What follows belongs to an exercise in optimizing a design on an open flow for small area, a short achievable clock period and few clock cycles; a production flow would make more cautious choices. Where RTL was checked, it was by simulation tests only, not by an equivalence proof against the original. Only the layout flow was run in run 1; the RTL was not checked for function there. No activity file was given, so power comes from the tool's default toggle rates.

==> flow/design.v, too long to show whole: its modules and the start of the top module <==
// module booth_multiplier: 1330 lines
// module bm_gpn: 6 lines
// module bm_gpp: 6 lines
// module bm_gn: 5 lines
// module bm_gp: 5 lines
// module bm_fa: 6 lines
module booth_multiplier(clk, reset_n, multiplier, multiplicand, op_start, op_clear, op_done, result);
  // ...
==> flow/flow/run.sh <==
#!/bin/bash
# The standard synthesis and layout, with the port buffers the standard flow's flow adds made from
# sky130_fd_sc_hd__buf_1 instead of the cell buffer_ports picks by itself.
set -euo pipefail
bash standard.sh synth > synth.log 2>&1
export BUFFER_PORTS_ARGS="-buffer_cell sky130_fd_sc_hd__buf_1"
bash standard.sh > layout.log 2>&1
==> flow/standard.sh <==
#!/bin/bash
# synth_recipe.tcl (not shown) runs the flow's synth.tcl, then flattens the netlist and writes it again
# the make line also repeats each setting of config.mk as NAME=value (left out here)
make -C /OpenROAD-flow-scripts/flow DESIGN_CONFIG=/design/flow/config.mk WORK_HOME=/design/flow/orfs CLKGATE_MAP_FILE= SYNTH_SCRIPT=/design/flow/synth_recipe.tcl "${@:-finish}"
==> flow/config.mk <==
export PLATFORM = sky130hd
export DESIGN_NAME = booth_multiplier
export DESIGN_NICKNAME = booth_multiplier
export VERILOG_FILES = /design/flow/design.v
export SDC_FILE = /design/flow/constraint.sdc
export NUM_CORES = 4
export LEC_CHECK = 0
export ABC_CLOCK_PERIOD_IN_PS = 2500
export CAP_MARGIN = 20
export CORE_MARGIN = 2
export CORE_UTILIZATION = 50
export PLACE_DENSITY = 0.65
export SETUP_SLACK_MARGIN = 3.0
export SLEW_MARGIN = 20
export SYNTH_HIERARCHICAL = 1
==> flow/constraint.sdc <==
create_clock -name core_clock -period 5.5 [get_ports {clk}]
set_input_delay 1.1000 -clock core_clock [delete_from_list [all_inputs] [get_ports {clk}]]
set_output_delay 1.1000 -clock core_clock [all_outputs]
set_load 0.01 [all_outputs]
==> impl_metrics.tcl, run 1 <==
set metrics [dict create \
    synth_top_family_by_area "adder cells" \
    setup-tns-final_ns 0 \
    finalWorstPathRequiredPeriod_ns 2.83 \
    net_switching_power_of_the_design_w 0.00748 \
    min-delay-path-class "input pin to asynchronous set/reset pin" \
    finalNetCount 2985 \
    worst_slew_pin_slew_ns 1.15 \
    wl_met2_mm 36.7 \
    achievable-frequency_mhz 353 \
    share_of_total_power_in_the_clock_network 0.144 \
    seq_power_share 0.213 \
    synth_area_per_cell_um2 10.2 \
    grt_overflow_total 0 \
    endpoint "C[26]" \
    ctsHoldBuffers 0 \
    met3RoutedLength_mm 5.94 \
    drive_above_1_share 0.336 \
    filler_cells 3689 \
    num-clock-buffers 43 \
    timing.clock.skew_ns 0.0163 \
    port_buffers 260 \
    worst_setup_slack_before_clock_tree_synthesis_ns 1.93 \
    slew_headroom 0.232 \
    num_tap_cells 607 \
    synthDominantCellAreaShare 0.218 \
    clkSinkCount 292 \
    run_status "complete, no violations" \
    netlist_instances 2329 \
    worstPathRequired_ns 5.94 \
]
==> run 2: changes to the inputs <==
--- a/flow/design.v
+++ b/flow/design.v
@@ -1,16 +1,15 @@
 module booth_multiplier(clk, reset_n, multiplier, multiplicand, op_start, op_clear, op_done, result);
 	input clk, reset_n, op_start, op_clear;
 	input [63:0] multiplier, multiplicand;
 	output op_done;
 	output [127:0] result;
 	reg run, done;
 	reg [3:0] cnt;
-	reg [63:0] a;             
 	reg [3:0] one, two, neg;  
 	reg [65:0] S, C;         
 	reg [7:0] L0, L1;       
 	reg lc;                    
 	reg [63:0] rlo;            
 	assign op_done = done;
 	assign result = {S[63:0], rlo};
 	wire last = (cnt == 4'd8);
@@ -40,18 +39,18 @@
 	reg [3:0] one_n, two_n, neg_n;
 	always @(*) begin
 		for (i = 0; i < 4; i = i + 1) begin
 			one_n[i] = chunk[2*i+1] ^ chunk[2*i];
 			two_n[i] = (chunk[2*i+2] & ~chunk[2*i+1] & ~chunk[2*i]) | (~chunk[2*i+2] & chunk[2*i+1] & chunk[2*i]);
 			neg_n[i] = chunk[2*i+2];
 		end
 	end
-	wire [64:0] ae = {a[63], a};
-	wire [65:0] ae1 = {a[63], a, 1'b0};
+	wire [64:0] ae = {multiplicand[63], multiplicand};
+	wire [65:0] ae1 = {multiplicand[63], multiplicand, 1'b0};
 	wire [65:0] pp0;
 	assign pp0[64:0] = (({65{one[0]}} & ae) | ({65{two[0]}} & ae1[64:0])) ^ {65{neg[0]}};
 	assign pp0[65] = ~pp0[64];
 	wire [65:0] pp1;
 	assign pp1[64:0] = (({65{one[1]}} & ae) | ({65{two[1]}} & ae1[64:0])) ^ {65{neg[1]}};
 	assign pp1[65] = ~pp1[64];
 	wire [65:0] pp2;
 	assign pp2[64:0] = (({65{one[2]}} & ae) | ({65{two[2]}} & ae1[64:0])) ^ {65{neg[2]}};
@@ -1302,17 +1301,16 @@
 	assign full[65] = xp[65] ^ pg6_65_g;
 	assign full[66] = xp[66] ^ pg6_66_g;
 	assign full[67] = ~(xp[67] ^ pg6_67_g);
 	assign full[68] = xp[68] ^ pg6_68_g;
 	assign full[69] = ~(xp[69] ^ pg6_69_g);
 	assign full[70] = ~(xp[70] ^ pg6_70_g);
 	assign full[71] = xp[71] ^ pg6_71_g;
 	always @(posedge clk) begin
-		a <= multiplicand;
 		one <= one_n;
 		two <= two_n;
 		neg <= neg_n;
 		cnt <= run ? cnt + {3'b0, ~last} : 4'd0;
 		if (step) begin
 			S <= tS[73:8];
 			C <= tC[73:8];
 			L0 <= tS[7:0];
==> flow/flow/run.sh (replaced) <==
#!/bin/bash
# The standard synthesis and layout, with the port buffers the standard flow's flow adds made from
# sky130_fd_sc_hd__buf_1 instead of the cell buffer_ports picks by itself, and ORFS's
# power recovery (downsizing gates off the critical paths) after global routing.
set -euo pipefail
bash standard.sh synth > synth.log 2>&1
export BUFFER_PORTS_ARGS="-buffer_cell sky130_fd_sc_hd__buf_1"
export RECOVER_POWER=50
bash standard.sh > layout.log 2>&1
--- a/flow/config.mk
+++ b/flow/config.mk
@@ -5,11 +5,11 @@
 export SDC_FILE = /design/flow/constraint.sdc
 export NUM_CORES = 4
 export LEC_CHECK = 0
 export ABC_CLOCK_PERIOD_IN_PS = 2500
 export CAP_MARGIN = 20
 export CORE_MARGIN = 2
 export CORE_UTILIZATION = 50
 export PLACE_DENSITY = 0.65
-export SETUP_SLACK_MARGIN = 3.0
+export SETUP_SLACK_MARGIN = 2.5
 export SLEW_MARGIN = 20
 export SYNTH_HIERARCHICAL = 1
==> run 2 against run 1 <==
Against the previous run: the layout now fails its checks (capacitance limit, slew limit); global-route usage decreased by 2.3 points; setup slack got worse by 0.87 ns; power decreased by 16%; critical path depth unchanged; utilization decreased by 7.6 points; worst hold slack got worse by 0.011 ns; critical endpoint is now S[46]; non-clock buffer count decreased by 87; maximum frequency decreased by 23%; register-to-register slack got worse by 0.87 ns; sequential cell count decreased by 64; clock-buffer cell count decreased by 11; largest power group unchanged; sequential share of layout area decreased by 1.3 points.
==> impl_metrics.tcl, run 2 <==
set metrics [dict create \
    synthDominantCellAreaShare 0.230 \
    layout_common_cells "sky130_fd_sc_hd__xnor2_1, sky130_fd_sc_hd__fa_1, sky130_fd_sc_hd__a22oi_1" \
    cts-htree-levels 1 \
    combinationalPowerShare 0.673 \
    clock_tree_from_tritoncts "built" \
    yosysUniqueCellTypes 60 \
    cpMostUsedCell "sky130_fd_sc_hd__fa_1" \
    ys_top_cells_by_count "sky130_fd_sc_hd__xnor2_1, sky130_fd_sc_hd__fa_1, sky130_fd_sc_hd__a22oi_1" \
    port_buffers 260 \
    synth_area_per_cell_um2 9.94 \
    finalNetCount 2822 \
    ctsHoldBuffers 0 \
    category_of_the_most_critical_setup_path "flip-flop to flip-flop" \
    area_growth_pct 10.6 \
    grt_overflow_total 0 \
    worst_slew_pin_slew_ns 3.22 \
    gp_congestion 0.891 \
    vias_per_cell 5.86 \
    largest_register "S" \
    peakVddDrop_uv 255 \
    net_switching_power_of_the_design_w 0.00662 \
    run_status "complete, but fails checks" \
    number_of_global_route_vias_before_repair 17900 \
    critPathTopFamily "adder cells" \
    drc 0 \
    yosys_warnings 7 \
    worstPathRequired_ns 5.88 \
    dr.first_iter.drc_count 1416 \
    share_of_total_power_in_the_clock_network 0.122 \
    period_share 0.673 \
    timing.critical_path.slowest_stage_cell "sky130_fd_sc_hd__clkbuf_1" \
    finish.instance_area_um2 24900 \
    power.density_nw_per_um2 582 \
    global_route_wire_length_before_repair_mm 103 \
    timing.clock.skew_ns 0.0136 \
    synthMostInstantiatedCell "sky130_fd_sc_hd__xnor2_1" \
    failed_checks "capacitance limit, slew limit" \
    synthDominantAreaCellType "sky130_fd_sc_hd__fa_1" \
    achievable-frequency_mhz 270 \
    cell_internal_pwr_w 0.00788 \
    cts_inserted_buffers 26 \
    clockRootBuffer "sky130_fd_sc_hd__clkbuf_16" \
    report.power.total_w 0.0145 \
    filler_cells 3924 \
    seq_power_share 0.205 \
    largest_net_degree_at_the_start_of_global_routing 95 \
    cp-end-kind "flip-flop" \
    synth.area.top_cells "sky130_fd_sc_hd__fa_1, sky130_fd_sc_hd__dfxtp_1, sky130_fd_sc_hd__xnor2_1" \
    drive_above_1_share 0.181 \
    cts.path.max_buffers 3 \
    ant_nets 0 \
    track_usage 0.277 \
    clock_insertion_delay_worst_skew_ns 0.58 \
    cp_num_buf_inv 1 \
    dp_hpwl_mm 46.7 \
    layout_top_registers "S x66, rlo x64, C x63" \
    path_cells "clkbuf_1 > a22oi_1 > xnor2_1 > fa_1 > fa_1 > fa_1 > nor2_1 > a211oi_1" \
    ys_ff_latch 228 \
    synth_async_reset_ratio 0.00877 \
    finalHoldViolations 0 \
    timing.final.max_slew_violations 166 \
    detailroute.via_count 17400 \
    finalWorstPathRequiredPeriod_ns 3.70 \
    clkSinkCount 228 \
    die_y_um 216 \
    initial_antenna_violation_count 11 \
    die_area_um2 46800 \
    num_io_pins 261 \
    finalSetupViolCount 0 \
    layout.cells.most_common "sky130_fd_sc_hd__xnor2_1" \
    synth-edff-count 64 \
    slew_headroom -1.15 \
    coreArea_um2 44300 \
    detail_route.wirelength_mm 65.2 \
    clkTransAtPathRegs_ns 0.07 \
    slowest_delay_ns 0.99 \
    floorplan.initialDensity 0.508 \
    fp-row-count 77 \
    critical_path_peak_fanout 27 \
    min-delay-path-class "input pin to asynchronous set/reset pin" \
    setup-tns-final_ns 0 \
    cp.arrival_ns 4.08 \
    max-cap-violations 3 \
    share_of_synthesized_area_occupied_by_flip_flops_and_latches 0.232 \
    netlist_instances 2265 \
    max_reg_flops 66 \
    dpl_cell_area_um2 23300 \
    switching_share 0.456 \
    grt_setup_unrepaired "true" \
    synthesis.area_um2 22500 \
    detail_route.wl_per_cell_um 21.9 \
    die_x_um 216 \
    primary_flip_flop_cell_chosen_by_synthesis_mapping "sky130_fd_sc_hd__dfxtp_1" \
    startpoint_type "flip-flop" \
    detailedRoute.firstPassIterationCount 8 \
    leakage_component_of_the_power_nw 9.44 \
]
## run 2: cell count changes in the layout (fill, tap and decap cells not counted), sizes merged
cell    before  now
bufinv       5    2
clkinv      13    6
inv         80   81
clkbuf      45   81
and3b        3    1
bufbuf       3    0
buf        402  271
diode        4    9
dfxtp      226  162
## run 2: Yosys stat by module (local to each module, per instance)
| module | times used | cells | area (µm²) |
|---|---|---|---|
| booth_multiplier | 1 | 1661 | 15200 |
| bm_fa | 257 | 1 | 20.0 |
| bm_gpn | 87 | 2 | 12.5 |
| bm_gpp | 53 | 2 | 12.5 |
| bm_gn | 34 | 1 | 8.76 |
| bm_gp | 33 | 1 | 5.00 |
## run 2: per-stage QoR
step	setup slack (ns)	hold WS, ns	util	instances
6_report	1.80	0.310	0.562	2972
5_1_grt	1.67	0.302	0.562	2971
4_1_cts	2.38	0.294	0.554	2941
3_5_place_dp	1.77	0.431	0.526	2880
3_3_place_gp	1.79	0.427	0.526	2880
2_1_floorplan	2.31	0.499	-	2268
## run 2: repair_timing
action	CTS	global route
setup endpoints to repair	137	116
pin swaps	1	2
setup buffers	15	21
gates resized for setup	28	72
## run 2: power by group through the flow
stage | logic [W] | clock network [W] | registers, W
final | 0.00976 | 0.00177 | 0.00297
after global routing | 0.0110 | 0.00186 | 0.00305
after floorplan | 0.00695 | 0 | 0.00283
after detailed placement | 0.00933 | 0 | 0.00313
after CTS | 0.00967 | 0.00180 | 0.00300
after global placement | 0.00920 | 0 | 0.00312
## run 2: final cells by class
type,count,area (µm²),area share
antenna,9,22.5,0.000904
clock buffer,32,693,0.0278
multi-input combinational,1696,16000,0.642
timing repair buffer,320,1740,0.0700
inverter,81,312,0.0125
tap,592,741,0.0297
sequential,228,5260,0.211
clock inverter,14,163,0.00653
## run 2: logic make-up after synthesis
family / share of synthesized area
xor+xnor: 0.131
other cells: 0.000166
compound gates: 0.207
simple gates: 0.0774
flops: 0.232
mux: 0.00650
fa+ha+maj: 0.274
buf+inv: 0.0736
## run 2: worst paths after layout
kind | start | cells past startpoint | to | slack (ns)
max | two[2] | 8 | S[46] | 1.80
min | reset_n | 1 | run | 0.31
max reg2reg | two[2] | 8 | S[46] | 1.80
min reg2reg | rlo[20] | 0 | rlo[12] | 0.45
max in group asynchronous | reset_n | 1 | run | 5.04
min in group core_clock | rlo[20] | 0 | rlo[12] | 0.45
## run 2: routing by layer
layer / track usage / vias to the layer above / routed length, µm
met4: 0.0863 / 4 / 1940
met1: 0.376 / 8721 / 27800
li1: - / 7933 / -
met3: 0.0445 / 123 / 4440
met5: 0 / - / 18
met2: 0.455 / 647 / 31000
Testbench counts of run 2, summed over its fixed seeds: cycles 4,224.
==> run 3: changes to the inputs <==
==> flow/flow/run.sh (replaced) <==
#!/bin/bash
# The standard synthesis and layout, with the port buffers the standard flow's flow adds made from
# sky130_fd_sc_hd__buf_1 instead of the cell buffer_ports picks by itself.
set -euo pipefail
bash standard.sh synth > synth.log 2>&1
export BUFFER_PORTS_ARGS="-buffer_cell sky130_fd_sc_hd__buf_1"
bash standard.sh > layout.log 2>&1
--- a/flow/config.mk
+++ b/flow/config.mk
@@ -9,6 +9,6 @@
 export CAP_MARGIN = 20
 export CORE_MARGIN = 2
-export CORE_UTILIZATION = 50
-export PLACE_DENSITY = 0.65
+export CORE_UTILIZATION = 55
+export PLACE_DENSITY = 0.75
 export SETUP_SLACK_MARGIN = 2.5
 export SLEW_MARGIN = 20
==> run 3 against run 2 <==
Against the previous run: now clean on timing, DRC and antenna; clock skew decreased by 0.00068 ns; die area decreased by 8.9%; clock-buffer cell count decreased by 3; combinational power increased by 2%; clock power decreased by 2%.
==> impl_metrics.tcl, run 3 <==
set metrics [dict create \
    netlist_instances 2265 \
    area_growth_pct 10.7 \
    detailroute.via_count 18100 \
    yosys_warnings 7 \
    synthDominantAreaCellType "sky130_fd_sc_hd__fa_1" \
    yosysUniqueCellTypes 60 \
    ant_nets 0 \
    gp_congestion 0.921 \
    synth_async_reset_ratio 0.00877 \
    max_reg_flops 66 \
    layout.cells.most_common "sky130_fd_sc_hd__xnor2_1" \
    fp-row-count 74 \
    critical_path.startpoint "multiplicand[54]" \
    port_buffers 260 \
    finalNetCount 2819 \
    detail_route.wl_per_cell_um 22.7 \
    clkTransAtPathRegs_ns 0.06 \
    period_share 0.544 \
    finalHoldViolations 0 \
    synth.area.top_cells "sky130_fd_sc_hd__fa_1, sky130_fd_sc_hd__dfxtp_1, sky130_fd_sc_hd__xnor2_1" \
    cp.arrival_ns 3.46 \
    track_usage 0.297 \
    synthesis.area_um2 22500 \
    path_cells "buf_1 > a22oi_1 > xnor2_1 > fa_1 > fa_1 > fa_1 > and3_1" \
    ys_ff_latch 228 \
    num_io_pins 261 \
    vias_per_cell 6.21 \
    synthMostInstantiatedCell "sky130_fd_sc_hd__xnor2_1" \
    clkSinkCount 228 \
    worst_r2r_endpoint "C[0]" \
    slowest_delay_ns 0.53 \
    power.density_nw_per_um2 588 \
    layout_common_cells "sky130_fd_sc_hd__xnor2_1, sky130_fd_sc_hd__fa_1, sky130_fd_sc_hd__a22oi_1" \
    clock_tree_from_tritoncts "built" \
    synth_area_per_cell_um2 9.94 \
    layout_top_registers "S x66, rlo x64, C x63" \
    cpMostUsedCell "sky130_fd_sc_hd__fa_1" \
    ys_top_cells_by_count "sky130_fd_sc_hd__xnor2_1, sky130_fd_sc_hd__fa_1, sky130_fd_sc_hd__a22oi_1" \
    primary_flip_flop_cell_chosen_by_synthesis_mapping "sky130_fd_sc_hd__dfxtp_1" \
    setup-tns-final_ns 0 \
    detail_route.wirelength_mm 66.0 \
    grt_overflow_total 0 \
    finalWorstPathRequiredPeriod_ns 2.99 \
    largest_register "S" \
    timing.clock.skew_ns 0.0130 \
    die_y_um 206 \
    synth-edff-count 64 \
    leakage_component_of_the_power_nw 9.42 \
    drc 0 \
    timing.critical_path.slowest_stage_cell "sky130_fd_sc_hd__fa_1" \
    cp-end-kind "flip-flop" \
    clockRootBuffer "sky130_fd_sc_hd__clkbuf_16" \
    startpoint_type "input pin" \
    cts_inserted_buffers 26 \
    cts.path.max_buffers 3 \
    worst_slew_pin_slew_ns 1.06 \
    cts-htree-levels 1 \
    global_route_wire_length_before_repair_mm 99.4 \
    crit_cells 7 \
    worstPathRequired_ns 5.97 \
    synthDominantCellAreaShare 0.230 \
    dr.first_iter.drc_count 1660 \
    floorplan.initialDensity 0.554 \
    reg2regPathDepth 7 \
    slew_headroom 0.293 \
    drive_above_1_share 0.182 \
    max-cap-violations 0 \
    clock_insertion_delay_worst_skew_ns 0.58 \
    initial_antenna_violation_count 12 \
    peakVddDrop_uv 271 \
    category_of_the_most_critical_setup_path "input pin to flip-flop" \
    min-delay-path-class "input pin to asynchronous set/reset pin" \
    share_of_synthesized_area_occupied_by_flip_flops_and_latches 0.232 \
    critPathTopFamily "adder cells" \
    timing.final.max_slew_violations 0 \
    grt_setup_unrepaired "true" \
    timing.reg2reg.setup_slack_ns 2.54 \
    die_x_um 206 \
    run_status "complete, no violations" \
    coreArea_um2 40600 \
    achievable-frequency_mhz 334 \
    reg2reg_from "two[0]" \
    number_of_global_route_vias_before_repair 18100 \
    critical_path_peak_fanout 8 \
    finalSetupViolCount 0 \
    ctsHoldBuffers 0 \
    endpoint "C[46]" \
    die_area_um2 42600 \
    dp_hpwl_mm 45.9 \
    detailedRoute.firstPassIterationCount 8 \
    report.power.total_w 0.0147 \
    largest_net_degree_at_the_start_of_global_routing 108 \
    cp_num_buf_inv 1 \
]
run 3: cell count changes in the layout (fill, tap and decap cells not counted), moves of 3 or more:
cell,previous run,this run
sky130_fd_sc_hd__dfxtp_4,9,12
sky130_fd_sc_hd__ha_1,77,73
sky130_fd_sc_hd__clkbuf_1,7,3
sky130_fd_sc_hd__buf_16,3,6
sky130_fd_sc_hd__buf_6,7,10
sky130_fd_sc_hd__clkbuf_2,46,40
sky130_fd_sc_hd__buf_4,30,27
sky130_fd_sc_hd__nor2_4,2,5
sky130_fd_sc_hd__clkinvlp_4,5,8
sky130_fd_sc_hd__dfxtp_2,3,0
sky130_fd_sc_hd__ha_4,1,5
sky130_fd_sc_hd__clkinv_4,0,3
sky130_fd_sc_hd__buf_1,208,216
run 3: how the worst min path moves through the flow:
stage,start,slack (ns),cells after the start,endpoint
finish,reset_n,0.30,1,done
global route,reset_n,0.29,1,done
CTS,reset_n,0.29,1,done
detailed placement,rlo[55],0.43,0,rlo[47]
global placement,rlo[10],0.43,0,rlo[2]
floorplan,rlo[8],0.50,0,rlo[0]
run 3: metal layers:
layer,vias up,share of wire,GRT usage
met5,-,0.00035,0
met4,4,0.046,0.118
met3,191,0.083,0.0490
met2,982,0.47,0.483
met1,8979,0.40,0.398
li1,7925,-,-
run 3: layout make-up:
cell class                 count  area, µm²
clock inverter                18        180
multi-input combinational   1696      16100
clock buffer                  29        662
inverter                      81        314
antenna                       10       25.0
tap                          532        666
sequential                   228       5260
fill                        3273      15700
timing repair buffer         317       1770
run 3: logic make-up (layout without fill, tap and decap cells):
family / count (synthesis) / count (layout) / synth area share
and+or+nand+nor: 390 / 390 / 0.0774
adders and majority gates: 337 / 337 / 0.274
other: 1 / 14 / 0.000166
xor gates and xnor gates: 336 / 336 / 0.131
buffers and inverters: 344 / 445 / 0.0736
DFF: 228 / 228 / 0.232
AOI/OAI and AO/OA: 615 / 615 / 0.207
muxes: 14 / 14 / 0.00650
run 3: repair_timing:
item                       4_1_cts  5_1_grt
resized for setup               29       71
pin swaps                        2        2
buffers inserted                13       23
setup endpoints to repair      151      127
run 3: metrics by stage:
step	instance area, µm²	std cells	utilization	hold WS (ns)	setup slack (ns)
finish	24900	2911	0.614	0.301	2.51
global route	24900	2909	0.613	0.292	2.48
CTS	24500	2878	0.602	0.288	2.45
detailed placement	23200	2818	0.572	0.432	1.83
global placement	23200	2818	0.572	0.427	1.87
floorplan	22900	2268	-	0.499	2.31
run 3: power by group:
part | total [W] | leakage (nW) | internal [W] | switching [W]
Clock | 0.00173 | 0.394 | 0.000936 | 0.000799
Combinational | 0.00991 | 6.92 | 0.00456 | 0.00535
Sequential | 0.00301 | 2.11 | 0.00239 | 0.000616
Total | 0.0147 | 9.42 | 0.00789 | 0.00677
run 3: modules after synthesis, one instance, submodules excluded:
module / flip-flops and latches / times used / cell area [µm²]
bm_fa: 0 / 257 / 20.0
bm_gn: 0 / 34 / 8.76
bm_gp: 0 / 33 / 5.00
bm_gpn: 0 / 87 / 12.5
bm_gpp: 0 / 53 / 12.5
booth_multiplier: 228 / 1 / 15200
==> run 4: changes to the inputs <==
--- a/flow/config.mk
+++ b/flow/config.mk
@@ -9,6 +9,8 @@
 export CAP_MARGIN = 20
 export CORE_MARGIN = 2
-export CORE_UTILIZATION = 55
-export PLACE_DENSITY = 0.75
+export CORE_UTILIZATION = 50
+export CTS_CLUSTER_DIAMETER = 50
+export CTS_CLUSTER_SIZE = 40
+export PLACE_DENSITY = 0.65
 export SETUP_SLACK_MARGIN = 2.5
 export SLEW_MARGIN = 20
==> run 4 against run 3 <==
Against the previous run: still clean; first-iteration DRC count is 2.0% lower; setup slack better by 0.058 ns; final area is 0.56% higher; utilization is 4.8 points lower; critical endpoint is now C[44]; highest routed layer unchanged.
==> impl_metrics.tcl, run 4 <==
set metrics [dict create \
    cp_num_buf_inv 1 \
    detail_route.wl_per_cell_um 21.9 \
    dr.first_iter.drc_count 1627 \
    achievable-frequency_mhz 341 \
    worst_slew_pin_slew_ns 1.03 \
    primary_flip_flop_cell_chosen_by_synthesis_mapping "sky130_fd_sc_hd__dfxtp_1" \
    place_inst 2880 \
    max-cap-violations 0 \
    run_status "complete, no violations" \
    worstPathRequired_ns 5.96 \
    synthMostInstantiatedCell "sky130_fd_sc_hd__xnor2_1" \
    slew_headroom 0.314 \
    timing.final.max_slew_violations 0 \
    die_x_um 216 \
    netlist_instances 2265 \
    cts.path.max_buffers 3 \
    yosys_warnings 7 \
    synthDominantCellAreaShare 0.230 \
    worst_setup_slack_before_clock_tree_synthesis_ns 1.77 \
    global_route_wire_length_before_repair_mm 103 \
    grt_overflow_total 0 \
    final.hold.worst_slack_ns 0.282 \
    cp-end-kind "flip-flop" \
    finalNetCount 2826 \
    clkSinkCount 228 \
    detail_route.wirelength_mm 65.3 \
    min-delay-path-class "input pin to asynchronous set/reset pin" \
    layout_common_cells "sky130_fd_sc_hd__xnor2_1, sky130_fd_sc_hd__fa_1, sky130_fd_sc_hd__a22oi_1" \
    power.density_nw_per_um2 585 \
    layout_top_registers "S x66, rlo x64, C x63" \
    floorplan.initialDensity 0.508 \
    port_buffers 260 \
    vias_per_cell 5.89 \
    synth-edff-count 64 \
    dp_hpwl_mm 46.7 \
    ctsHoldBuffers 0 \
    clockRootBuffer "sky130_fd_sc_hd__clkbuf_16" \
    gp_congestion 0.891 \
    critical_path_peak_fanout 8 \
    finish.cell_count_without_fillers 2981 \
    setup-tns-final_ns 0 \
    synth_area_per_cell_um2 9.94 \
    die_area_um2 46800 \
    detailedRoute.firstPassIterationCount 8 \
    leakage_component_of_the_power_nw 9.52 \
    coreArea_um2 44300 \
    critPathTopFamily "adder cells" \
    ant_nets 0 \
    synth_async_reset_ratio 0.00877 \
    synthDominantAreaCellType "sky130_fd_sc_hd__fa_1" \
    detailroute.via_count 17600 \
    initial_antenna_violation_count 12 \
    finalHoldViolations 0 \
    clock_insertion_delay_worst_skew_ns 0.60 \
    finalWorstPathRequiredPeriod_ns 2.93 \
    path_cells "buf_1 > a22oi_1 > xnor2_1 > fa_1 > fa_1 > fa_1 > and3_1" \
    startpoint_type "input pin" \
    final.setup.worst_slack_ns 2.57 \
    num_io_pins 261 \
    cts-htree-levels 1 \
    ys_top_cells_by_count "sky130_fd_sc_hd__xnor2_1, sky130_fd_sc_hd__fa_1, sky130_fd_sc_hd__a22oi_1" \
    peakVddDrop_uv 316 \
    ys_ff_latch 228 \
    category_of_the_most_critical_setup_path "input pin to flip-flop" \
    area_growth_pct 11.4 \
    number_of_global_route_vias_before_repair 17900 \
    drive_above_1_share 0.185 \
    cts_inserted_buffers 28 \
    period_share 0.533 \
    grt_setup_unrepaired "true" \
    drc 0 \
    synth.area.top_cells "sky130_fd_sc_hd__fa_1, sky130_fd_sc_hd__dfxtp_1, sky130_fd_sc_hd__xnor2_1" \
    finalSetupViolCount 0 \
    yosysUniqueCellTypes 60 \
    max_reg_flops 66 \
    fp-row-count 77 \
    timing.critical_path.slowest_stage_cell "sky130_fd_sc_hd__fa_1" \
    synthesis.area_um2 22500 \
    largest_net_degree_at_the_start_of_global_routing 95 \
    die_y_um 216 \
    cpMostUsedCell "sky130_fd_sc_hd__fa_1" \
    utilization 0.566 \
    slowest_delay_ns 0.52 \
    largest_register "S" \
    share_of_synthesized_area_occupied_by_flip_flops_and_latches 0.232 \
    clock_tree_from_tritoncts "built" \
    track_usage 0.278 \
    layout.cells.most_common "sky130_fd_sc_hd__xnor2_1" \
    timing.clock.skew_ns 0.0371 \
    clkTransAtPathRegs_ns 0.07 \
    cp.arrival_ns 3.39 \
]
## run 4: changes by cell type in the layout (fill, tap and decap cells not counted), sizes merged, moves of 3 or more
cell and delta:
clkinvlp -6, inv +6, buf +3, clkbuf +4
clkinv +3
## run 4: logic make-up (layout without fill, tap and decap cells)
logic type | after synthesis | after routing | synth area share
AO/OA/AOI/OAI | 615 | 615 | 0.207
flip-flops | 228 | 228 | 0.232
AND/OR/NAND/NOR | 390 | 390 | 0.0774
multiplexers | 14 | 14 | 0.00650
XOR/XNOR | 336 | 336 | 0.131
buffers and inverters | 344 | 454 | 0.0736
adder cells (fa/ha/maj) | 337 | 337 | 0.274
other | 1 | 15 | 0.000166
## run 4: what timing repair did
action                                  4_1_cts  5_1_grt
buffers inserted                             15       23
endpoints found under the setup margin      137      114
pin swaps                                     1        2
gates resized for setup                      27       69
gates cloned                                  0        0
## run 4: power by group
group	total (W)	switching [W]	leakage (nW)	internal, W
sequential	0.00296	0.000572	2.11	0.00239
clock	0.00194	0.000919	0.482	0.00103
combinational	0.00976	0.00527	6.93	0.00449
## run 4: final cells by class
type	count	area, µm²
Fill cell	3876	19200
Multi-Input combinational cell	1696	16000
Sequential cell	228	5260
Timing Repair Buffer	322	1760
Tap cell	592	741
Clock buffer	31	722
Inverter	81	312
Clock inverter	20	263
Antenna cell	11	27.5
## run 4: per-stage QoR
step | power [W] | cell area (µm²)
after global placement | 0.0123 | 23300
after detailed placement | 0.0125 | 23300
after global routing | 0.0161 | 25100
final | 0.0147 | 25100
after floorplan | 0.00978 | 22900
after CTS | 0.0146 | 24700
## run 4: worst register-to-register path: cells and delay by family (launching register included)
family | cells | cell delay, ns
simple gates | 1 | 0.18
flops | 1 | 0.55
fa+ha+maj | 3 | 1.52
xor+xnor | 1 | 0.17
buf+inv | 1 | 0.38
## run 4: path summary, 6_finish.rpt
kind                             startpoint  endpoint  slack (ns)  cells past startpoint
setup / recovery           multiplicand[52]     C[44]        2.57                      7
hold / removal                      reset_n       run        0.28                      1
setup reg to reg                     neg[2]     C[45]        2.58                      6
hold reg to reg                     rlo[57]   rlo[49]        0.44                      0
max in group asynchronous           reset_n       run        5.07                      1
min in group core_clock             rlo[57]   rlo[49]        0.44                      0
## run 4: modules after synthesis, one instance, submodules excluded
module / area, µm² / flip-flops and latches
bm_fa: 20.0 / 0
bm_gpn: 12.5 / 0
bm_gn: 8.76 / 0
bm_gp: 5.00 / 0
bm_gpp: 12.5 / 0
booth_multiplier: 15200 / 228
## run 4: layer usage
layer,vias to the layer above,share of wire,wire length (µm),GRT usage
met1,8811,0.42,27600,0.376
met2,683,0.48,31400,0.457
met4,4,0.028,1800,0.0913
met3,111,0.069,4490,0.0427
met5,-,0.00034,22,0
li1,7959,-,-,-
==> run 5: changes to the inputs <==
--- a/flow/config.mk
+++ b/flow/config.mk
@@ -10,6 +10,6 @@
 export CORE_MARGIN = 2
 export CORE_UTILIZATION = 50
-export CTS_CLUSTER_DIAMETER = 50
-export CTS_CLUSTER_SIZE = 40
+export CTS_CLUSTER_DIAMETER = 60
+export CTS_CLUSTER_SIZE = 30
 export PLACE_DENSITY = 0.65
 export SETUP_SLACK_MARGIN = 2.5
==> run 5 against run 4 <==
Against the previous run: register-to-register slack better by 0.03 ns; utilization about the same; sequential power about the same; clock power down 4%; non-clock buffer count up 1; via count down 0.40%; final cell count down 0.27%; wire length up 0.32%; sequential share of layout area about the same; critical path type unchanged; largest cell class unchanged; largest power group unchanged; highest routed layer unchanged.
==> impl_metrics.tcl, run 5 <==
set metrics [dict create \
    run_status "complete, no violations" \
    met2_usage 0.454 \
    yosysUniqueCellTypes 60 \
    setup-tns-final_ns 0 \
    detailedRoute.firstPassIterationCount 6 \
    grt_setup_unrepaired "true" \
    die_y_um 216 \
    synth-edff-count 64 \
    report.power.total_w 0.0146 \
    achievable-frequency_mhz 342 \
    timing.clock.skew_ns 0.0403 \
    synth_area_per_cell_um2 9.94 \
    detail_route.wirelength_mm 65.5 \
    layout_top_registers "S x66, rlo x64, C x63" \
    utilization 0.566 \
    cts_inserted_buffers 23 \
    final.setup.worst_slack_ns 2.58 \
    detail_route.wl_per_cell_um 22.0 \
    period_share 0.531 \
    port_buffers 260 \
    max_reg_flops 66 \
    track_usage 0.278 \
    dp_hpwl_mm 46.7 \
    startpoint_type "input pin" \
    finalHoldViolations 0 \
    layout.cells.most_common "sky130_fd_sc_hd__xnor2_1" \
    power.density_nw_per_um2 583 \
    globalRoute.busiestLayer "met2" \
    cp-end-kind "flip-flop" \
    category_of_the_most_critical_setup_path "input pin to flip-flop" \
    area_growth_pct 11.4 \
    synth_async_reset_ratio 0.00877 \
    critical_path_peak_fanout 8 \
    timing.final.max_slew_violations 0 \
    min-delay-path-class "input pin to asynchronous set/reset pin" \
    ys_top_cells_by_count "sky130_fd_sc_hd__xnor2_1, sky130_fd_sc_hd__fa_1, sky130_fd_sc_hd__a22oi_1" \
    gp_congestion 0.891 \
    peakVddDrop_uv 266 \
    netlist_instances 2265 \
    filler_cells 3873 \
    grt.met1_usage 0.376 \
    coreArea_um2 44300 \
    ant_nets 0 \
    finalWorstPathRequiredPeriod_ns 2.92 \
    die_x_um 216 \
    dr.first_iter.drc_count 1605 \
    fp-row-count 77 \
    clkTransAtPathRegs_ns 0.10 \
    slew_headroom 0.312 \
    drc 0 \
    number_of_global_route_vias_before_repair 18000 \
    primary_flip_flop_cell_chosen_by_synthesis_mapping "sky130_fd_sc_hd__dfxtp_1" \
    ys_ff_latch 228 \
    share_of_synthesized_area_occupied_by_flip_flops_and_latches 0.232 \
    synthMostInstantiatedCell "sky130_fd_sc_hd__xnor2_1" \
    num_io_pins 261 \
    ctsHoldBuffers 0 \
    clkSinkCount 228 \
    cts.path.max_buffers 3 \
    final.hold.worst_slack_ns 0.285 \
    detailroute.via_count 17500 \
    clockRootBuffer "sky130_fd_sc_hd__clkbuf_16" \
    finalSetupViolCount 0 \
    vias_per_cell 5.89 \
    finalNetCount 2822 \
    worst_setup_slack_before_clock_tree_synthesis_ns 1.77 \
    max-cap-violations 0 \
    cp.arrival_ns 3.37 \
    leakage_component_of_the_power_nw 9.51 \
    grt_overflow_total 0 \
    layout_common_cells "sky130_fd_sc_hd__xnor2_1, sky130_fd_sc_hd__fa_1, sky130_fd_sc_hd__a22oi_1" \
    worstPathRequired_ns 5.95 \
    floorplan.initialDensity 0.508 \
    synthesis.area_um2 22500 \
    global_route_wire_length_before_repair_mm 103 \
    yosys_warnings 7 \
    die_area_um2 46800 \
    clock_tree_from_tritoncts "built" \
    global_route.usage.met3 0.0422 \
    drive_above_1_share 0.185 \
    synthDominantCellAreaShare 0.230 \
    largest_register "S" \
    clock_insertion_delay_worst_skew_ns 0.59 \
    reg2regPathDepth 6 \
    largest_net_degree_at_the_start_of_global_routing 95 \
    synthDominantAreaCellType "sky130_fd_sc_hd__fa_1" \
    worst_slew_pin_slew_ns 1.03 \
    cts-htree-levels 1 \
    synth.area.top_cells "sky130_fd_sc_hd__fa_1, sky130_fd_sc_hd__dfxtp_1, sky130_fd_sc_hd__xnor2_1" \
    initial_antenna_violation_count 12 \
]
[run 5: modules after synthesis, one instance, submodules excluded]
module | flip-flops and latches | times used | cell area, µm² | cells inside
bm_gpn | 0 | 87 | 12.5 | 2
bm_fa | 0 | 257 | 20.0 | 1
bm_gn | 0 | 34 | 8.76 | 1
bm_gpp | 0 | 53 | 12.5 | 2
booth_multiplier | 228 | 1 | 15200 | 1661
bm_gp | 0 | 33 | 5.00 | 1
[run 5: worst paths after layout]
kind | start | slack [ns] | end
worst max-delay path | multiplicand[23] | 2.58 | C[16]
worst min-delay path | reset_n | 0.28 | run
worst max register to register | neg[3] | 2.61 | C[45]
worst min register to register | rlo[40] | 0.45 | rlo[32]
max in group asynchronous | reset_n | 5.06 | run
min in group core_clock | rlo[40] | 0.45 | rlo[32]
[run 5: routing by layer]
metal | share of wire | up-vias | wire length (µm)
met4 | 0.029 | 4 | 1900
met1 | 0.42 | 8753 | 27800
li1 | - | 7928 | -
met3 | 0.069 | 110 | 4530
met5 | 0.00034 | - | 22
met2 | 0.48 | 702 | 31300
[run 5: layout make-up]
cell class | instances | area, µm² | area share
diodes | 11 | 27.5 | 0.00110
clock buffers | 25 | 604 | 0.0241
clock inverters | 17 | 334 | 0.0133
inverters | 81 | 314 | 0.0125
multi-input cells | 1696 | 16000 | 0.637
flip-flops and latches | 228 | 5260 | 0.210
well taps | 592 | 741 | 0.0295
repair buffers | 323 | 1830 | 0.0730
[run 5: cell families after synthesis]
kind of cell               Yosys count  synth area share
AOI/OAI and AO/OA                  615             0.207
xor gates and xnor gates           336             0.131
adders and majority gates          337             0.274
buffers and inverters              344            0.0736
DFF                                228             0.232
muxes                               14           0.00650
other                                1          0.000166
and+or+nand+nor                    390            0.0774
[run 5: power breakdown]
group	internal (W)	total, W	leakage (nW)	switching [W]
combinational	0.00451	0.00980	6.97	0.00529
clock	0.000948	0.00187	0.435	0.000927
sequential	0.00239	0.00295	2.11	0.000565
total	0.00785	0.0146	9.51	0.00678
[run 5: through the flow]
step           instances  area [µm²]
3_3_place_gp        2880       23300
3_5_place_dp        2880       23300
5_1_grt             2971       25100
2_1_floorplan       2268       22900
4_1_cts             2942       24700
6_report            2973       25100
[run 5: critical path: stages]
cell and delay [ns]:
sky130_fd_sc_hd__buf_1 0.32, sky130_fd_sc_hd__a22oi_1 0.17, sky130_fd_sc_hd__xnor2_1 0.21, sky130_fd_sc_hd__fa_1 0.48, sky130_fd_sc_hd__fa_1 0.51, sky130_fd_sc_hd__fa_1 0.40, sky130_fd_sc_hd__and3_1 0.18
[run 5: repair_timing]
action | in CTS | in global routing
buffers inserted | 20 | 19
resized for setup | 27 | 78
pin swaps | 2 | 1
setup endpoints to repair | 137 | 115
==> run 6: changes to the inputs <==
==> flow/flow/run.sh (replaced) <==
#!/bin/bash
# The standard synthesis and layout, with the port buffers the standard flow's flow adds made from
# sky130_fd_sc_hd__buf_2 instead of the cell buffer_ports picks by itself.
set -euo pipefail
bash standard.sh synth > synth.log 2>&1
export BUFFER_PORTS_ARGS="-buffer_cell sky130_fd_sc_hd__buf_2"
bash standard.sh > layout.log 2>&1
--- a/flow/config.mk
+++ b/flow/config.mk
@@ -10,6 +10,4 @@
 export CORE_MARGIN = 2
 export CORE_UTILIZATION = 50
-export CTS_CLUSTER_DIAMETER = 60
-export CTS_CLUSTER_SIZE = 30
 export PLACE_DENSITY = 0.65
 export SETUP_SLACK_MARGIN = 2.5
==> run 6 against run 5 <==
Against the previous run: first-iteration DRC count is 4.7% lower; sequential cell count stayed put; clock power hardly changed; maximum frequency is 1.3% lower; sequential share of layout area is 0.25 points lower; largest power group unchanged; utilization is 0.71 points higher; die area stayed put; sequential power hardly changed; non-clock buffer count is 8 higher.
==> impl_metrics.tcl, run 6 <==
set metrics [dict create \
    coreArea_um2 44300 \
    peakVddDrop_uv 288 \
    synth-compound-area-share 0.207 \
    finalWorstPathRequiredPeriod_ns 2.96 \
    ys_ff_latch 228 \
    yosys.area_share.adder 0.274 \
    period_share 0.538 \
    floorplan.initialDensity 0.508 \
    post_synth_and_or_nand_nor_area_fraction 0.0774 \
    clkTransAtPathRegs_ns 0.07 \
    timing.final.max_slew_violations 0 \
    timing.clock.skew_ns 0.0246 \
    drc 0 \
    finalHoldViolations 0 \
    die_area_um2 46800 \
    combinationalPowerShare 0.677 \
    share_of_total_power_in_the_clock_network 0.126 \
    die_x_um 216 \
    seq_power_share 0.197 \
    muxShareOfSynthArea 0.00650 \
    port_buffers 260 \
    synth.area.top_cells "sky130_fd_sc_hd__fa_1, sky130_fd_sc_hd__dfxtp_1, sky130_fd_sc_hd__xnor2_1" \
    finalNetCount 2833 \
    setup-tns-final_ns 0 \
    netlist_instances 2265 \
    clkSinkCount 228 \
    cell_internal_pwr_w 0.00816 \
    category_of_the_most_critical_setup_path "flip-flop to flip-flop" \
    synth-edff-count 64 \
    slew_headroom 0.387 \
    area_growth_pct 12.8 \
    final.hold.worst_slack_ns 0.326 \
    synthDominantCellAreaShare 0.230 \
    largest_register "S" \
    finalSetupViolCount 0 \
    synth_top_family_by_area "adder cells" \
    vias_per_cell 5.94 \
    power.density_nw_per_um2 587 \
    reg2regPathDepth 7 \
    synthesis.area_um2 22500 \
    worst_slew_pin_slew_ns 0.920 \
    cts_inserted_buffers 26 \
    filler_cells 3912 \
    layout_top_registers "S x66, rlo x64, C x63" \
    grt_setup_unrepaired "false" \
    worstPathRequired_ns 5.97 \
    run_status "complete, no violations" \
    yosysUniqueCellTypes 60 \
    track_usage 0.289 \
    layout_common_cells "sky130_fd_sc_hd__xnor2_1, sky130_fd_sc_hd__buf_2, sky130_fd_sc_hd__fa_1" \
    number_of_global_route_vias_before_repair 18300 \
    detailroute.via_count 17700 \
    synth_area_per_cell_um2 9.94 \
    fp-row-count 77 \
    report.power.total_w 0.0149 \
    num_io_pins 261 \
    timing.reg2reg.setup_slack_ns 2.54 \
    detail_route.wirelength_mm 68.1 \
    drive_above_1_share 0.276 \
    global_route_wire_length_before_repair_mm 105 \
    layout.cells.most_common "sky130_fd_sc_hd__xnor2_1" \
    reg2reg_from "two[0]" \
    cts.path.max_buffers 3 \
    net_switching_power_of_the_design_w 0.00676 \
    cts-htree-levels 1 \
    detail_route.wl_per_cell_um 22.8 \
    min-delay-path-class "input pin to asynchronous set/reset pin" \
    critical_path_peak_fanout 24 \
    clockRootBuffer "sky130_fd_sc_hd__clkbuf_16" \
    dp_hpwl_mm 47.8 \
    synthMostInstantiatedCell "sky130_fd_sc_hd__xnor2_1" \
    die_y_um 216 \
    initial_antenna_violation_count 14 \
    ant_nets 0 \
    synthDominantAreaCellType "sky130_fd_sc_hd__fa_1" \
    grt_overflow_total 0 \
    largest_net_degree_at_the_start_of_global_routing 96 \
    cp-end-kind "flip-flop" \
    leakage_component_of_the_power_nw 10.3 \
    dr.first_iter.drc_count 1529 \
    max-cap-violations 0 \
    yosys_warnings 7 \
    startpoint_type "flip-flop" \
    xor_xnor_fraction_of_synth_area 0.131 \
    cp.arrival_ns 3.43 \
    detailedRoute.firstPassIterationCount 6 \
    ys_top_cells_by_count "sky130_fd_sc_hd__xnor2_1, sky130_fd_sc_hd__fa_1, sky130_fd_sc_hd__a22oi_1" \
    worst_r2r_endpoint "C[23]" \
    switching_share 0.453 \
    max_reg_flops 66 \
    clock_tree_from_tritoncts "built" \
    primary_flip_flop_cell_chosen_by_synthesis_mapping "sky130_fd_sc_hd__dfxtp_1" \
    gp_congestion 0.901 \
    achievable-frequency_mhz 338 \
    synth_async_reset_ratio 0.00877 \
    clock_insertion_delay_worst_skew_ns 0.57 \
    share_of_synthesized_area_occupied_by_flip_flops_and_latches 0.232 \
]
## run 6: cells by family after synthesis
kind of cell	Yosys count
flip-flops	228
XOR/XNOR	336
AO/OA/AOI/OAI	615
multiplexers	14
other	1
AND/OR/NAND/NOR	390
buffers and inverters	344
adder cells (fa/ha/maj)	337
## run 6: repair_timing
item,in CTS,in global routing
setup endpoints to repair,127,72
gates resized for setup,26,30
hold buffers,0,0
pin swaps,3,5
gates cloned,0,1
hold endpoints to repair,0,0
setup buffers,16,29
## run 6: per-layer routing
| layer | up-vias | wire, µm | global-route usage |
|---|---|---|---|
| li1 | 7943 | - | - |
| met2 | 768 | 32200 | 0.462 |
| met5 | - | 22 | 0 |
| met4 | 4 | 2040 | 0.113 |
| met1 | 8899 | 28400 | 0.386 |
| met3 | 131 | 5410 | 0.0606 |
## run 6: per-stage QoR
step	std cells	setup slack, ns	util	area (µm²)
finish	2988	2.54	0.573	25400
global route	2987	2.48	0.573	25400
CTS	2946	2.52	0.564	25000
detailed placement	2882	1.62	0.534	23700
global placement	2882	1.66	0.534	23700
floorplan	2268	2.31	-	22900
## run 6: power groups by stage
stage / clock (W) / sequential, W / combinational (W)
2_1_floorplan: 0 / 0.00283 / 0.00695
3_3_place_gp: 0 / 0.00304 / 0.00953
3_5_place_dp: 0 / 0.00309 / 0.00965
4_1_cts: 0.00191 / 0.00297 / 0.00995
5_1_grt: 0.00197 / 0.00300 / 0.0113
6_report: 0.00187 / 0.00293 / 0.0101
## run 6: worst max-delay path by stage
| stage | start | endpoint | slack [ns] |
|---|---|---|---|
| floorplan | multiplicand[18] | C[10] | 2.31 |
| global placement | S[1] | S[63] | 1.66 |
| detailed placement | S[1] | S[63] | 1.62 |
| CTS | one[0] | C[7] | 2.52 |
| global route | S[3] | S[63] | 2.48 |
| finish | two[0] | C[23] | 2.54 |
## run 6: Yosys stat by module, one instance, submodules excluded
module / cell area [µm²] / cells inside
bm_fa: 20.0 / 1
bm_gn: 8.76 / 1
bm_gp: 5.00 / 1
bm_gpn: 12.5 / 2
bm_gpp: 12.5 / 2
booth_multiplier: 15200 / 1661
## run 6: area by class of cell
cell class	count	area (µm²)	area share
multi-input combinational	1696	16000	0.631
sequential	228	5260	0.207
timing repair buffer	331	2120	0.0835
tap	592	741	0.0292
clock buffer	32	694	0.0273
inverter	81	308	0.0121
clock inverter	16	219	0.00862
antenna	12	30.0	0.00118
## run 6: critical path, stage by stage (launching register included)
cell and delay (ns):
sky130_fd_sc_hd__dfxtp_4 0.47, sky130_fd_sc_hd__buf_6 0.26, sky130_fd_sc_hd__a22oi_1 0.13, sky130_fd_sc_hd__xnor2_1 0.31, sky130_fd_sc_hd__fa_1 0.53, sky130_fd_sc_hd__fa_1 0.54
sky130_fd_sc_hd__fa_1 0.43, sky130_fd_sc_hd__and3_1 0.18

==> port drivers added, routing unchanged <==
The results above use ideal ports. As a check the final layouts listed here were re-extracted and re-timed, cells and wires unchanged. Step 1, drivers: a clkbuf_16 drives clk and a buf_2 each remaining input, both assumed. Step 2 also shifts input and output timing later by t, the mid clock arrival at the registers, as if the neighbouring blocks saw the same clock. a / b / c = ideal / step 1 / step 2; a / b = the first two.
run | t, ns | setup WS [ns] | latest minus earliest clock arrival (ns) | pins driven straight from the clock port
run 1 | 0.615 | 2.666 / 2.666 / 2.666 | 0.017 / 0.017 | 1
run 2 | 0.622 | 1.798 / 1.798 / 1.798 | 0.014 / 0.014 | 1
run 3 | 0.632 | 2.509 / 2.481 / 1.849 | 0.013 / 0.012 | 1
run 4 | 0.641 | 2.567 / 2.529 / 1.888 | 0.038 / 0.039 | 1
run 5 | 0.629 | 2.580 / 2.585 / 1.955 | 0.041 / 0.041 | 1
run 6 | 0.610 | 2.542 / 2.514 / 1.904 | 0.027 / 0.026 | 1
For run 4, which loses most, drivers alone change the setup slack by -0.038 ns; drivers and shift together by -0.679 ns.
